From an optimization exercise on the open Yosys and OpenROAD flow, aimed at small area; shortcuts taken in it are not production practice. In this exercise RTL edits were held to simulation tests only and were not proved equivalent to the original.

==> willow: inputs <==
Design CIPU, start of the top module:
module CIPU(
    input clk,
    input rst,
    input [7:0] people_thing_in,
    input ready_fifo,
    input ready_lifo,
    input [7:0] thing_in,
    input [3:0] thing_num,
    output reg valid_fifo,
    output reg valid_lifo,
    output reg valid_fifo2,
    output [7:0] people_thing_out,
    output reg [7:0] thing_out,
    output reg done_thing,
    output reg done_fifo,
    output reg done_lifo,
    output reg done_fifo2
);
==> module CIPU, before the edit <==
module CIPU(
    input clk,
    input rst,
    input [7:0] people_thing_in,
    input ready_fifo,
    input ready_lifo,
    input [7:0] thing_in,
    input [3:0] thing_num,
    output reg valid_fifo,
    output reg valid_lifo,
    output reg valid_fifo2,
    output [7:0] people_thing_out,
    output reg [7:0] thing_out,
    output reg done_thing,
    output reg done_fifo,
    output reg done_lifo,
    output reg done_fifo2
);
reg [1:0] st;
wire s_read = (st == 2'b01);
wire s_fout = (st == 2'b10);
wire s_lout = (st == 2'b11);
reg [4:0] pq [0:15];
reg [4:0] qi;           
reg [4:0] pout;
assign people_thing_out = {3'b010, pout};
reg [7:0] stk [0:14];
reg [3:0] top;
reg [3:0] cnt;
reg       zflag;
wire letter  = s_read && (people_thing_in[7:5] == 3'b010) && (people_thing_in[4:0] != 5'd0) &&
               (people_thing_in[4:0] <= 5'd26);
wire is_semi = (thing_in == 8'h3B);
wire is_end  = (thing_in == 8'h24);
wire push    = s_read && !is_semi && !is_end && (top != 4'd15);
wire load    = is_semi && (cnt == 4'd0) && !valid_lifo && !done_thing;
wire popping = (cnt != 4'd0);
wire [3:0] topm1 = top - 4'd1;
wire [3:0] raddr = s_lout ? qi[3:0] : topm1;
wire lout_go = (top != 4'd0);
wire q_more  = !qi[4];
integer i;
always @(posedge clk) begin
    if (letter) begin
        pq[0] <= people_thing_in[4:0];
        for (i = 1; i < 16; i = i + 1) pq[i] <= pq[i-1];
    end
    if (push) stk[top] <= thing_in;
    pout <= pq[qi[3:0]];
    thing_out <= (s_read && !popping) ? 8'h30 : stk[raddr];
end
always @(posedge clk or posedge rst) begin
    if (rst) begin
        st <= 2'b00;
        qi <= 5'h1f;
        top <= 4'd0;
        cnt <= 4'd0;
        zflag <= 1'b0;
        valid_fifo <= 1'b0;
        valid_lifo <= 1'b0;
        valid_fifo2 <= 1'b0;
        done_thing <= 1'b0;
        done_fifo <= 1'b0;
        done_lifo <= 1'b0;
        done_fifo2 <= 1'b0;
    end else begin
        case (st)
            2'b00: if (ready_fifo) st <= 2'b01;
            2'b01: begin
                if (done_lifo) st <= 2'b10;
                if (letter) qi <= qi + 5'd1;
                if (push) top <= top + 4'd1;
                if (load && thing_num != 4'd0) cnt <= thing_num;
                if (is_end) done_lifo <= 1'b1;
                if (popping) begin
                    top <= topm1;
                    cnt <= cnt - 4'd1;
                end
                zflag <= !zflag && load && (thing_num == 4'd0);
                valid_lifo <= popping || zflag;
                done_thing <= !popping && !zflag && valid_lifo;
            end
            2'b10: begin
                if (done_fifo) begin
                    st <= 2'b11;
                    qi <= qi + 5'd1;
                end else begin
                    valid_fifo <= q_more;
                    done_fifo <= !q_more;
                    if (q_more) qi <= qi - 5'd1;
                end
            end
            2'b11: begin
                valid_fifo2 <= lout_go;
                done_fifo2 <= !lout_go;
                if (lout_go) begin
                    top <= topm1;
                    qi <= qi + 5'd1;
                end
            end
        endcase
    end
end
endmodule
==> flow/config.mk <==
export PLATFORM = sky130hd
export DESIGN_NAME = CIPU
export DESIGN_NICKNAME = CIPU
export VERILOG_FILES = /design/flow/design.v
export SDC_FILE = /design/flow/constraint.sdc
export NUM_CORES = 4
export LEC_CHECK = 0
export CAP_MARGIN = 20
export CORE_MARGIN = 2
export CORE_UTILIZATION = 40
export SLEW_MARGIN = 20
==> flow/constraint.sdc <==
create_clock -name core_clock -period 5.0 [get_ports {clk}]
set_input_delay 1.0000 -clock core_clock [delete_from_list [all_inputs] [get_ports {clk}]]
set_output_delay 1.0000 -clock core_clock [all_outputs]
set_load 0.01 [all_outputs]
standard.sh (not shown) runs the stock make flow with config.mk's settings and CLKGATE_MAP_FILE= SYNTH_SCRIPT=/design/flow/synth_recipe.tcl, a recipe that flattens the netlist after the stock synthesis.
==> flow/flow/run.sh <==
#!/bin/bash
# Standard ORFS layout with smaller port buffers, smaller clock buffers and no CTS dummy loads.
set -euo pipefail
export BUFFER_PORTS_ARGS="-buffer_cell sky130_fd_sc_hd__buf_1"
export CTS_ARGS="-sink_clustering_enable -repair_clock_nets -dont_use_dummy_load -buf_list {sky130_fd_sc_hd__clkbuf_2 sky130_fd_sc_hd__clkbuf_4}"
bash standard.sh > standard.log 2>&1
==> zinc: changes against willow <==
--- a/flow/design.v
+++ b/flow/design.v
@@ -22,3 +22,3 @@
 wire s_lout = (st == 2'b11);
-reg [4:0] pq [0:15];
+reg [4:0] pq [0:14];
 reg [4:0] qi;           
@@ -28,4 +28,3 @@
 reg [3:0] top;
-reg [3:0] cnt;
-reg       zflag;
+reg [3:0] cnt;          
 wire letter  = s_read && (people_thing_in[7:5] == 3'b010) && (people_thing_in[4:0] != 5'd0) &&
@@ -39,2 +38,5 @@
 wire [3:0] raddr = s_lout ? qi[3:0] : topm1;
+wire [3:0] pq_ra = s_read ? (letter ? 4'd14 : 4'd15) : qi[3:0];
+wire [4:0] pq_rd = (pq_ra == 4'd15) ? pout : pq[pq_ra];
+wire num0    = (thing_num == 4'd0);    
 wire lout_go = (top != 4'd0);
@@ -45,7 +47,7 @@
         pq[0] <= people_thing_in[4:0];
-        for (i = 1; i < 16; i = i + 1) pq[i] <= pq[i-1];
+        for (i = 1; i < 15; i = i + 1) pq[i] <= pq[i-1];
     end
     if (push) stk[top] <= thing_in;
-    pout <= pq[qi[3:0]];
-    thing_out <= (s_read && !popping) ? 8'h30 : stk[raddr];
+    pout <= pq_rd;
+    thing_out <= (s_read && num0) ? 8'h30 : stk[raddr];
 end
@@ -57,3 +59,2 @@
         cnt <= 4'd0;
-        zflag <= 1'b0;
         valid_fifo <= 1'b0;
@@ -72,11 +73,10 @@
                 if (push) top <= top + 4'd1;
-                if (load && thing_num != 4'd0) cnt <= thing_num;
+                if (load) cnt <= num0 ? 4'd1 : thing_num;
                 if (is_end) done_lifo <= 1'b1;
                 if (popping) begin
-                    top <= topm1;
+                    if (!num0) top <= topm1;
                     cnt <= cnt - 4'd1;
                 end
-                zflag <= !zflag && load && (thing_num == 4'd0);
-                valid_lifo <= popping || zflag;
-                done_thing <= !popping && !zflag && valid_lifo;
+                valid_lifo <= popping;
+                done_thing <= !popping && valid_lifo;
             end
==> flow/flow/run.sh (replaced) <==
#!/bin/bash
# Standard ORFS layout, with the combinational logic of the standard synthesis
# re-mapped for area (registers untouched), small port buffers, and a clock tree
# of small clock buffers without dummy loads.
set -euo pipefail
export RDIR=$PWD/orfs/results/sky130hd/CIPU/base
export BUFFER_PORTS_ARGS="-buffer_cell sky130_fd_sc_hd__buf_1"
export CTS_ARGS="-sink_clustering_enable -repair_clock_nets -dont_use_dummy_load -buf_list {sky130_fd_sc_hd__clkbuf_4 sky130_fd_sc_hd__clkbuf_8} -sink_clustering_size 16 -sink_clustering_max_diameter 60"
bash standard.sh synth > synth.log 2>&1
cp $RDIR/1_2_yosys.v $RDIR/1_2_yosys_std.v
# re-map with four random seeds of ABC's deep synthesis in parallel; keep the smallest
for s in 1 2 3 4; do
  RS_TAG=$s ABC_SCRIPT="+strash;&get,-n;&deepsyn,-S,$s,-T,${DEEPSYN_T:-150};&dch,-f;&nf,-R,1000;&put" \
    yosys -c flow/resynth.tcl > resynth_$s.log 2>&1 &
done
wait || true
best=""; barea=""
for s in 1 2 3 4; do
  f=$RDIR/resynth_stat_$s.txt
  [ -f $f ] || continue
  a=$(grep "Chip area" $f | awk '{print $NF}')
  if [ -z "$best" ] || awk "BEGIN{exit !($a < $barea)}"; then best=$s; barea=$a; fi
done
echo "best seed: ${best:-none} area ${barea:-none}" > resynth_used.log
if [ -n "$best" ]; then
  cp $RDIR/1_2_yosys_rs_$best.v $RDIR/1_2_yosys_rs.v
  if yosys -c flow/equiv.tcl > equiv.log 2>&1; then
    cp $RDIR/1_2_yosys_rs.v $RDIR/1_2_yosys.v
    rm -f $RDIR/1_synth.odb $RDIR/1_synth.sdc
    echo "using the re-mapped netlist" >> resynth_used.log
  else
    echo "equivalence failed; using the standard netlist" >> resynth_used.log
  fi
fi
bash standard.sh > standard.log 2>&1
==> flow/flow/equiv.tcl (new file) <==
# Prove the re-mapped netlist equal to the standard one, register for register.
set lib $::env(FLOW_HOME)/platforms/sky130hd/lib/sky130_fd_sc_hd__tt_025C_1v80.lib
set rdir $::env(RDIR)
set top $::env(FLOW_TOP)
yosys read_liberty -ignore_miss_func $lib
yosys read_verilog $rdir/1_2_yosys_std.v
yosys rename $top gold
yosys read_verilog $rdir/1_2_yosys_rs.v
yosys rename $top gate
yosys flatten gold gate
yosys async2sync
yosys opt_clean
yosys equiv_make gold gate eq
yosys hierarchy -top eq
yosys equiv_simple -undef
yosys equiv_induct -undef
yosys equiv_status -assert
==> flow/flow/resynth.tcl (new file) <==
# Re-map the combinational logic of the standard synthesis netlist for area.
# Every register cell of the standard synthesis is kept as it is (same instance,
# name and cell type); only the logic between them is re-synthesized.
set lib $::env(FLOW_HOME)/platforms/sky130hd/lib/sky130_fd_sc_hd__tt_025C_1v80.lib
set rdir $::env(RDIR)
set top $::env(FLOW_TOP)
yosys read_liberty -ignore_miss_func $lib
yosys read_verilog $rdir/1_2_yosys_std.v
yosys hierarchy -top $top
yosys blackbox *df* *dlx* *dlr* *dlclkp* *sdlclkp*
yosys flatten
yosys opt -purge
yosys abc -liberty $lib -dont_use sky130_fd_sc_hd__probe_p_8 -dont_use sky130_fd_sc_hd__probec_p_8 \
  -dont_use sky130_fd_sc_hd__lpflow_* -script $::env(ABC_SCRIPT)
yosys opt_clean -purge
yosys setundef -zero
yosys hilomap -singleton -hicell sky130_fd_sc_hd__conb_1 HI -locell sky130_fd_sc_hd__conb_1 LO
yosys splitnets
yosys opt_clean -purge
yosys rename -hide w:*.*
# left out here: hide names made inside functions
yosys tee -o $rdir/resynth_stat_$::env(RS_TAG).txt stat -liberty $lib
yosys write_verilog -noattr -noexpr -nohex -nodec $rdir/1_2_yosys_rs_$::env(RS_TAG).v
- CORE_UTILIZATION: 40 -> 75
- GPL_TIMING_DRIVEN: not set -> 0
- PLACE_DENSITY: not set -> 0.85
==> pepper: changes against willow <==
==> flow/flow/run.sh (replaced) <==
#!/bin/bash
# Standard ORFS layout, with the combinational logic of the standard synthesis
# re-mapped for area (registers untouched), small port buffers, and a clock tree
# of small clock buffers without dummy loads.
set -euo pipefail
export RDIR=$PWD/orfs/results/sky130hd/CIPU/base
export BUFFER_PORTS_ARGS="-buffer_cell sky130_fd_sc_hd__buf_1"
export CTS_ARGS="-sink_clustering_enable -repair_clock_nets -dont_use_dummy_load -buf_list {sky130_fd_sc_hd__clkbuf_4 sky130_fd_sc_hd__clkbuf_8} -sink_clustering_size 16 -sink_clustering_max_diameter 60"
export ABC_SCRIPT="+strash;&get,-n;&deepsyn,-T,90;&dch,-f;&nf,-R,1000;&put"
bash standard.sh synth > synth.log 2>&1
cp $RDIR/1_2_yosys.v $RDIR/1_2_yosys_std.v
if yosys -c flow/resynth.tcl > resynth.log 2>&1 && yosys -c flow/equiv.tcl > equiv.log 2>&1; then
  cp $RDIR/1_2_yosys_rs.v $RDIR/1_2_yosys.v
  rm -f $RDIR/1_synth.odb $RDIR/1_synth.sdc
  echo "using the re-mapped netlist" > resynth_used.log
else
  echo "re-mapping failed; using the standard netlist" > resynth_used.log
fi
bash standard.sh > standard.log 2>&1
==> flow/flow/equiv.tcl (new file) <==
# Prove the re-mapped netlist equal to the standard one, register for register.
set lib $::env(FLOW_HOME)/platforms/sky130hd/lib/sky130_fd_sc_hd__tt_025C_1v80.lib
set rdir $::env(RDIR)
set top $::env(FLOW_TOP)
yosys read_liberty -ignore_miss_func $lib
yosys read_verilog $rdir/1_2_yosys_std.v
yosys rename $top gold
yosys read_verilog $rdir/1_2_yosys_rs.v
yosys rename $top gate
yosys flatten gold gate
yosys async2sync
yosys opt_clean
yosys equiv_make gold gate eq
yosys hierarchy -top eq
yosys equiv_simple -undef
yosys equiv_induct -undef
yosys equiv_status -assert
==> flow/flow/resynth.tcl (new file) <==
# Re-map the combinational logic of the standard synthesis netlist for area.
# Every register cell of the standard synthesis is kept as it is (same instance,
# name and cell type); only the logic between them is re-synthesized.
set lib $::env(FLOW_HOME)/platforms/sky130hd/lib/sky130_fd_sc_hd__tt_025C_1v80.lib
set rdir $::env(RDIR)
set top $::env(FLOW_TOP)
yosys read_liberty -ignore_miss_func $lib
yosys read_verilog $rdir/1_2_yosys_std.v
yosys hierarchy -top $top
yosys blackbox *df* *dlx* *dlr* *dlclkp* *sdlclkp*
yosys flatten
yosys opt -purge
yosys abc -liberty $lib -dont_use sky130_fd_sc_hd__probe_p_8 -dont_use sky130_fd_sc_hd__probec_p_8 \
  -dont_use sky130_fd_sc_hd__lpflow_* -script $::env(ABC_SCRIPT)
yosys opt_clean -purge
yosys setundef -zero
yosys hilomap -singleton -hicell sky130_fd_sc_hd__conb_1 HI -locell sky130_fd_sc_hd__conb_1 LO
yosys splitnets
yosys opt_clean -purge
yosys rename -hide w:*.*
# left out here: hide names made inside functions
yosys tee -o $rdir/resynth_stat.txt stat -liberty $lib
yosys write_verilog -noattr -noexpr -nohex -nodec $rdir/1_2_yosys_rs.v
==> comparison table <==
Outcome: willow complete, no violations; pepper complete, no violations; zinc complete, no violations
Root cell of the clock tree: willow sky130_fd_sc_hd__clkbuf_4; pepper sky130_fd_sc_hd__clkbuf_8; zinc sky130_fd_sc_hd__clkbuf_8
1st-iter DRT viols: willow 571; pepper 540; zinc 958
Antenna diode instance count: willow 1; pepper 0; zinc 0
Largest net degree at the start of global routing: willow 81; pepper 57; zinc 47
Row count: willow 58; pepper 54; zinc 38
Fraction of area in clock buffers and inverters: willow 0.0411; pepper 0.0298; zinc 0.0270
Worst Tran Pin Value: willow 0.976 ns; pepper 0.999 ns; zinc 1.06 ns
Worst setup slack after layout: willow 1.63 ns; pepper 1.41 ns; zinc 1.08 ns
Met1 Track Usage GR: willow 0.228; pepper 0.223; zinc 0.442
Non-clk buf share: willow 0.0263; pepper 0.0263; zinc 0.0202
Worst Hold Launch: willow pq[11][1]$_DFFE_PP_; pepper pq[12][2]$_DFFE_PP_; zinc pq[0][0]$_DFFE_PP_
Skew final: willow 0.152 ns; pepper 0.0606 ns; zinc 0.0661 ns
Seq_cells: willow 236; pepper 236; zinc 230
Clock sinks: willow 236; pepper 236; zinc 230
Non-filler cells in the finished layout: willow 1129; pepper 932; zinc 754

==> re-timing with driven ports <==
The flow's constraints put no driver on any port. The routed layouts listed below were extracted and timed again, unchanged, in two steps.
Step 1, drivers: a clkbuf_16 drives clk and a buf_2 each remaining input, both assumed.
Step 2 also shifts input and output timing later by t, the mid clock arrival at the registers, as if the neighbouring blocks saw the same clock.
Three values: no drivers, after step 1, after step 2; two values: the first two.
run | shift t [ns] | setup WS [ns] | worst hold slack (ns) | worst setup path at the end
willow | 0.695 | 1.629 / 1.629 / 1.505 | 0.393 / 0.393 / 0.393 | input to register
zinc | 0.514 | 1.076 / 1.093 / 0.579 | 0.442 / 0.442 / 0.442 | input to register
pepper | 0.559 | 1.408 / 1.408 / 1.137 | 0.423 / 0.423 / 0.423 | input to register
After both steps every run listed still meets setup and hold. The setup slack of zinc, which loses most, moves by +0.017 ns with the drivers and by -0.497 ns with both steps.
